What follows belongs to an exercise in optimizing a design on an open flow for small area and a short achievable clock period; a production flow would make more cautious choices. Only simulation tests tie the RTL to the original design; equivalence was not proved. Power figures rest on the tool's default switching activity, not on a simulated workload.

Setup of north:
## alu
module alu #(
    parameter DATA_WIDTH = 32,
    parameter INST_WIDTH = 4
)(
    input                   i_clk,
    input                   i_rst_n,
    input  [DATA_WIDTH-1:0] i_data_a,
    input  [DATA_WIDTH-1:0] i_data_b,
    input  [INST_WIDTH-1:0] i_inst,
    input                   i_valid,
    output [DATA_WIDTH-1:0] o_data,
    output                  o_overflow,
    output                  o_valid
);
reg [31:0] o_data_r;
reg        o_overflow_r;
reg        o_valid_r;
assign o_data     = o_data_r;
assign o_overflow = o_overflow_r;
assign o_valid    = o_valid_r;
wire [31:0] a  = i_data_a;
wire [31:0] b  = i_data_b;
wire [3:0]  op = i_inst;
wire is_mul = i_valid & ((op == 4'd2) | (op == 4'd7));
wire addop  = i_valid & ((op == 4'd0) | (op == 4'd1) | (op == 4'd5) | (op == 4'd6));
wire sub    = i_valid & ((op == 4'd1) | (op == 4'd6));
wire [32:0] bx = {b, 1'b0};
wire [15:0] bt_one, bt_two, bt_neg;
genvar gi;
generate
    for (gi = 0; gi < 16; gi = gi + 1) begin : g_enc
        assign bt_one[gi] = bx[2*gi+1] ^ bx[2*gi];
  ...
Size: about 34 flip-flops, ~110 I/O pins.
export LEC_CHECK = 0
export CAP_MARGIN = 20
export CORE_MARGIN = 2
export CORE_UTILIZATION = 45
export PLACE_DENSITY = 0.6
export SETUP_SLACK_MARGIN = 4.5
export SLEW_MARGIN = 20
export SYNTH_HIERARCHICAL = 1
export SYNTH_MINIMUM_KEEP_SIZE = 0
create_clock -name core_clock -period 13.0 [get_ports {i_clk}]
standard.sh (not shown) runs the stock make flow with config.mk's settings and CLKGATE_MAP_FILE= SYNTH_SCRIPT=/design/flow/synth_recipe.tcl, a recipe that flattens the netlist after the stock synthesis.
==> flow/flow/run.sh <==
#!/bin/bash
# The standard ORFS layout (standard synthesis included), except that the
# port buffers are plain buffers (buf_2) rather than the delay cell that
# buffer_ports picks on its own; every port still gets its buffer.
set -uo pipefail
export BUFFER_PORTS_ARGS="-buffer_cell sky130_fd_sc_hd__buf_2"
bash standard.sh finish > flow_make.log 2>&1
status=$?
cp -r orfs/logs flow_logs 2>/dev/null || true
exit $status
The final layout from north, which completed every stage, passed the timing, design-rule and antenna checks at the end of the flow.
Setup changes, north to south
# north
export LEC_CHECK = 0
export CAP_MARGIN = 20
export CORE_MARGIN = 2
export CORE_UTILIZATION = 45
export PLACE_DENSITY = 0.6
export SETUP_SLACK_MARGIN = 4.5
export SLEW_MARGIN = 20
export SYNTH_HIERARCHICAL = 1
export SYNTH_MINIMUM_KEEP_SIZE = 0
create_clock -name core_clock -period 13.0 [get_ports {i_clk}]
# south
export LEC_CHECK = 0
export CAP_MARGIN = 20
export CORE_MARGIN = 2
export CORE_UTILIZATION = 60
export PLACE_DENSITY = 0.75
export SETUP_SLACK_MARGIN = 4.5
export SLEW_MARGIN = 20
export SYNTH_HIERARCHICAL = 1
export SYNTH_MINIMUM_KEEP_SIZE = 0
create_clock -name core_clock -period 13.0 [get_ports {i_clk}]
==> flow/flow/run.sh <==
#!/bin/bash
# The standard ORFS layout (standard synthesis included), except that the
# port buffers are plain buffers (buf_4) rather than the delay cell that
# buffer_ports picks on its own; every port still gets its buffer.
set -uo pipefail
export BUFFER_PORTS_ARGS="-buffer_cell sky130_fd_sc_hd__buf_4"
bash standard.sh finish > flow_make.log 2>&1
status=$?
cp -r orfs/logs flow_logs 2>/dev/null || true
exit $status
Looking at the reports, south completed the entire flow and the layout it produced met the timing, design-rule and antenna checks.
Fmax is lower on north
Routed wire in south totals less than in north.
Going from north to south, average wire length per cell after detail routing has increased; total number of cells along the worst setup path now sits lower.
Per the comparison of south with north, share of final-layout standard cells stronger than drive strength 1 now smaller, overall power of the completed layout -4.4%.
Setup changes, south to east
# south
export LEC_CHECK = 0
export CAP_MARGIN = 20
export CORE_MARGIN = 2
export CORE_UTILIZATION = 60
export PLACE_DENSITY = 0.75
export SETUP_SLACK_MARGIN = 4.5
export SLEW_MARGIN = 20
export SYNTH_HIERARCHICAL = 1
export SYNTH_MINIMUM_KEEP_SIZE = 0
create_clock -name core_clock -period 13.0 [get_ports {i_clk}]
# east
export LEC_CHECK = 0
export CAP_MARGIN = 20
export CORE_MARGIN = 2
export CORE_UTILIZATION = 45
export PLACE_DENSITY = 0.6
export SETUP_SLACK_MARGIN = 4.5
export SLEW_MARGIN = 20
export SYNTH_HIERARCHICAL = 1
export SYNTH_MINIMUM_KEEP_SIZE = 0
export TNS_END_PERCENT = 10
create_clock -name core_clock -period 13.0 [get_ports {i_clk}]
==> results.txt <==
- met2 layer wire length in the routed design went up by a little under 10% going from south to east.
- [compare] base=south new=east: via count of the first global-routing pass held steady, multi-input gate share of the layout cell area shrank by 0.57 points.
- Against south, wire length of the first global-routing pass in east rose by a few percent.
- east ended with less non-clock buffering overhead in the final layout than south.
- | highest net fanout along the worst path | lower: south |
- From south to east the numbers moved as follows: global routing usage on met1 went down; fmax went up; placeable core region increased 34%; summed area of non-filler cells in the final layout went up.

---

Another version of the RTL of alu (not shown whole).
Size in the first run: ~2000 cells after synthesis, roughly 110 flip-flops, about 110 I/O pins, roughly 19000 µm² of cells after synthesis.
==> flow/config.mk <==
export PLATFORM = sky130hd
export DESIGN_NAME = alu
export DESIGN_NICKNAME = alu
export VERILOG_FILES = /design/flow/design.v
export SDC_FILE = /design/flow/constraint.sdc
export NUM_CORES = 4
export LEC_CHECK = 0
export CAP_MARGIN = 20
export CORE_MARGIN = 2
export CORE_UTILIZATION = 45
export PLACE_DENSITY = 0.6
export SLEW_MARGIN = 20
export SYNTH_HIERARCHICAL = 1
export SYNTH_MINIMUM_KEEP_SIZE = 0
==> flow/constraint.sdc <==
create_clock -name core_clock -period 13.0 [get_ports {i_clk}]
set_input_delay 2.6000 -clock core_clock [delete_from_list [all_inputs] [get_ports {i_clk}]]
set_output_delay 2.6000 -clock core_clock [all_outputs]
set_load 0.01 [all_outputs]
==> flow/flow/run.sh <==
#!/bin/bash
# The standard ORFS layout (standard synthesis included), with two
# changes to how it is made:
#  - the port buffers are plain buffers (buf_4) rather than the delay cell
#    that buffer_ports picks on its own; every port still gets its buffer;
set -uo pipefail
MARGIN=6.5
export BUFFER_PORTS_ARGS="-buffer_cell sky130_fd_sc_hd__buf_4"
bash standard.sh SETUP_SLACK_MARGIN=$MARGIN finish > flow_make.log 2>&1
status=$?
cp -r orfs/logs flow_logs 2>/dev/null || true
exit $status
Next try:
--- a/flow/flow/run.sh
+++ b/flow/flow/run.sh
@@ -6,3 +6,3 @@
 set -uo pipefail
-MARGIN=6.5
+MARGIN=5
 export BUFFER_PORTS_ARGS="-buffer_cell sky130_fd_sc_hd__buf_4"
Routed wire length hardly moves.
Non-clock buffer count falls by 3.
Power barely changes.
Combinational power barely changes.
Sequential share of layout area barely changes.
Flip-flop and latch count does not change.

---

v44:
RTL: one of the versions met above, not the one the previous note started from.
Size in the first run: about 1900 cells after synthesis, ~34 flip-flops.
Settings: LEC_CHECK=0, CAP_MARGIN=20, CORE_MARGIN=2, CORE_UTILIZATION=45, PLACE_DENSITY=0.6, SETUP_SLACK_MARGIN=4.5, SLEW_MARGIN=20, SYNTH_HIERARCHICAL=1, SYNTH_MINIMUM_KEEP_SIZE=0; clock period 13.0 ns.
==> flow/flow/run.sh <==
#!/bin/bash
# The standard ORFS layout (standard synthesis included), except that the
# port buffers are plain buffers (buf_4) rather than the delay cell that
# buffer_ports picks on its own; every port still gets its buffer.
set -uo pipefail
export BUFFER_PORTS_ARGS="-buffer_cell sky130_fd_sc_hd__buf_4"
bash standard.sh finish > flow_make.log 2>&1
status=$?
cp -r orfs/logs flow_logs 2>/dev/null || true
exit $status
v44: PASS, flow complete, no timing, DRC or antenna violations
--- input diff v44..v36 ---
Settings: swapping 4.5 for 5 in SETUP_SLACK_MARGIN.
Of the two candidates, v44 has the worse final worst-path setup slack and v36 the better one. End point of the critical path = o_data_r[31]: v36; end point of the critical path = o_data_r[30]: v44. On wire length, v36 does worse than v44. v36 reports its launching instance or port of the critical path as i_data_b[15] while v44 reports i_data_b[3]. v36 and v44 ended up with nearly the same clock-cell share of area.
What v49 does differently from v36 at the input level:
Settings: SETUP_SLACK_MARGIN: 5 -> 4.
[summary]
In the reports for v49 and v36, the larger met2 track demand over resource belongs to v36.
Changes observed in v49 relative to v36: post-placement cell area stayed essentially flat; routed wire length fell by 7.2%; number of non-clock inverters in the layout fell by 2.

what the ideal ports hide:
Ports are ideal in the flow. The routed layouts listed here were re-timed in OpenROAD.
Step 1 assumes that a clkbuf_16 drives the clock port and a buf_2 every other input.
Step 2 adds t to the input delays and takes it off the output delays; t is the mean of the earliest and latest rising clock arrival at the registers after step 1. Input paths then give back, and output paths get back, about the clock's delay inside the block.
a / b / c = no drivers / after step 1 / after step 2; a / b = the first two.
run | t (ns) | slack for setup (ns) | latest minus earliest clock arrival (ns) | worst register clock-pin slew, ns
north | 0.335 | 4.572 / 4.596 / 4.261 | 0.008 / 0.008 | 0.06 / 0.06
south | 0.326 | 4.639 / 4.660 / 4.334 | 0.009 / 0.009 | 0.06 / 0.06
east | 0.345 | 4.680 / 4.655 / 4.310 | 0.005 / 0.005 | 0.06 / 0.06
the first run of note 2 | 0.427 | 6.632 / 6.631 / 6.223 | 0.020 / 0.020 | 0.08 / 0.08
the second run of note 2 | 0.429 | 6.137 / 6.087 / 6.083 | 0.022 / 0.021 | 0.08 / 0.08
v44 | 0.346 | 4.683 / 4.645 / 4.299 | 0.009 / 0.008 | 0.06 / 0.06
v36 | 0.331 | 4.883 / 4.766 / 4.435 | 0.006 / 0.007 | 0.06 / 0.06
v49 | 0.340 | 4.238 / 4.245 / 3.906 | 0.007 / 0.007 | 0.06 / 0.06
After both steps every run listed still meets setup and hold. The setup slack of v36, which loses most, moves by -0.117 ns with the drivers and by -0.448 ns with both steps.
